What follows belongs to an exercise in optimizing a design on an open flow for small area, a short achievable clock period and few clock cycles per item; a production flow would make more cautious choices. The RTL was checked by simulation tests, not by an equivalence proof against the original design.

## v6
## divSqrtRecodedFloat64
module divSqrtRecodedFloat64(input clk, input reset,
    output io_inReady_div,
    output io_inReady_sqrt,
    input  io_inValid,
    input  io_sqrtOp,
    input [64:0] io_a,
    input [64:0] io_b,
    input [1:0] io_roundingMode,
    output io_outValid_div,
    output io_outValid_sqrt,
    output[64:0] io_out,
    output[4:0] io_exceptionFlags
);
For scale: roughly 6300 cells after synthesis, ~520 flip-flops, about 210 I/O pins, roughly 0.056 mm² of cells after synthesis.
export LEC_CHECK = 0
export CAP_MARGIN = 20
export CORE_MARGIN = 2
export CORE_UTILIZATION = 45
export PLACE_DENSITY = 0.6
export SLEW_MARGIN = 20
create_clock -name core_clock -period 10.5 [get_ports {clk}]
run.sh (not shown) runs the stock make flow with config.mk's settings and CLKGATE_MAP_FILE= SYNTH_SCRIPT=/design/flow/synth_recipe.tcl, a recipe that flattens the netlist after the stock synthesis.
Testbench counts of v6, summed over its fixed seeds: cycles 193,994, items 3,200.
For v7, these inputs were changed with respect to v6:
Settings: an added SETUP_SLACK_MARGIN of 5.
## What came out
Looking at worst slack on hold paths, v7 sits 0.0037 ns lower than v6 does. Routed length on met1 grows by a few percent when moving from v6 to v7. Post-route cell area (v7 vs. v6) increases by a little under 10%. Worst path arrival time: v7 < v6. Utilization: v7 and v6 compared, lower one is v6. Between v7 and v6, relative area change from synthesis to final layout is higher for v7, v6 comes in under that. From v6 to v7 the numbers moved as follows: largest driver fanout on the critical path now sits lower, routed length on met2 now sits higher.

---

Another version of the RTL of divSqrtRecodedFloat64 (not shown whole).
Size in the first run: roughly 6,400 cells after synthesis, about 210 I/O pins.
==> flow/config.mk <==
export PLATFORM = sky130hd
export DESIGN_NAME = divSqrtRecodedFloat64
export DESIGN_NICKNAME = divSqrtRecodedFloat64
export VERILOG_FILES = /design/flow/design.v
export SDC_FILE = /design/flow/constraint.sdc
export NUM_CORES = 4
export LEC_CHECK = 0
export CAP_MARGIN = 20
export CORE_MARGIN = 2
export CORE_UTILIZATION = 45
export PLACE_DENSITY = 0.6
export SETUP_SLACK_MARGIN = 5
export SLEW_MARGIN = 20
export TNS_END_PERCENT = 0
==> flow/constraint.sdc <==
create_clock -name core_clock -period 10.5 [get_ports {clk}]
set_input_delay 2.1000 -clock core_clock [delete_from_list [all_inputs] [get_ports {clk}]]
set_output_delay 2.1000 -clock core_clock [all_outputs]
set_load 0.01 [all_outputs]
The baseline completed without violations.
Testbench counts at the start, summed over its fixed seeds: cycles 189,567, items 3,200.
Edit:
Settings changed: ABC_AREA from default to 1, TNS_END_PERCENT 0 to default.
Effect:
- The changed run completed with no timing, DRC or antenna violations
- worst setup slack improves by 24 ps
- synthesized cell count is higher by 25%
- worst hold slack degrades by 5.9 ps
- count of clock-buffer cells in the layout is lower by 6
- routed wire length is higher by 15%
- utilization is lower by 0.45 points
- via count is higher by 14%
Edit:
==> flow/flow/run.sh (new file) <==
#!/bin/bash
bash standard.sh SETUP_SLACK_MARGIN=6.5 finish > standard.log 2>&1
==> flow/standard.sh (new file) <==
#!/bin/bash
# synth_recipe.tcl (not shown) runs the flow's synth.tcl, then flattens the netlist and writes it again
# the make line also repeats each setting of config.mk as NAME=value (left out here)
make -C /OpenROAD-flow-scripts/flow DESIGN_CONFIG=/design/flow/config.mk WORK_HOME=/design/flow/orfs CLKGATE_MAP_FILE= SYNTH_SCRIPT=/design/flow/synth_recipe.tcl "${@:-finish}"
Settings changed: ABC_AREA 1 to default.
removed: flow/run.sh
After rerunning: Synthesized cell count went down by about 20%; fmax goes up by 8.4%; worst setup slack gains 430 ps; via count went down by 2.7%; area after synthesis decreases by about 5%; routed wire length decreases by 1.3%; cell count decreases by 10%; design area rises by 16%; die area shrinks by 4.8%.

---

Starting RTL as in the previous note.
Settings: LEC_CHECK=0, CAP_MARGIN=20, CORE_MARGIN=2, CORE_UTILIZATION=60, PLACE_DENSITY=0.75, SETUP_SLACK_MARGIN=5, SLEW_MARGIN=20; clock period 10.5 ns.
Stock flow here: none of the scripts above is used.
Testbench counts at the start, summed over its fixed seeds: cycles 189,567, items 3,200.
Then changed:
- CORE_UTILIZATION: 60 -> 45
- PLACE_DENSITY: 0.75 -> 0.6
- The new run passed the timing, DRC and antenna checks
- clock skew drops by 0.015 ns
- non-clock buffer count climbs by 6

[static timing again, ports no longer ideal]
No port has a modelled driver above. Below, the same layouts with a new extraction and two added sets of constraints.
Step 1 assumes that a clkbuf_16 drives the clock port and a buf_2 every other input.
Step 2 adds t to the input delays and takes it off the output delays; t is the mean of the earliest and latest rising clock arrival at the registers after step 1. Input paths then give back, and output paths get back, about the clock's delay inside the block.
Slacks: no drivers / after step 1 / after step 2; pairs: no drivers / after step 1.
| run | t (ns) | setup slack, ns | hold slack, ns | worst setup path after step 2 | slew at the worst register clock pin (ns) |
|---|---|---|---|---|---|
| v6 | 0.735 | 1.653 / 1.653 / 1.653 | 0.590 / 0.590 / 0.590 | register to register | 0.07 / 0.07 |
| v7 | 0.735 | 4.013 / 4.013 / 4.013 | 0.587 / 0.587 / 0.587 | register to register | 0.07 / 0.07 |
| the first run of note 2 | 0.752 | 4.887 / 4.887 / 4.887 | 0.416 / 0.416 / 0.416 | register to register | 0.07 / 0.07 |
| the second run of note 2 | 0.759 | 4.911 / 4.911 / 4.467 | 0.410 / 0.410 / 0.410 | input to register | 0.07 / 0.07 |
| the third run of note 2 | 0.769 | 5.343 / 5.343 / 5.343 | 0.417 / 0.417 / 0.417 | register to register | 0.07 / 0.07 |
| the first run of note 3 | 0.734 | 5.054 / 5.054 / 4.928 | 0.421 / 0.421 / 0.421 | input to register | 0.07 / 0.07 |
| the second run of note 3 | 0.760 | 5.124 / 5.124 / 4.941 | 0.418 / 0.418 / 0.418 | input to register | 0.07 / 0.07 |
After both steps every run listed still meets setup and hold. For the second run of note 2, which loses most, drivers alone change the setup slack by 0.000 ns; drivers and shift together by -0.444 ns.
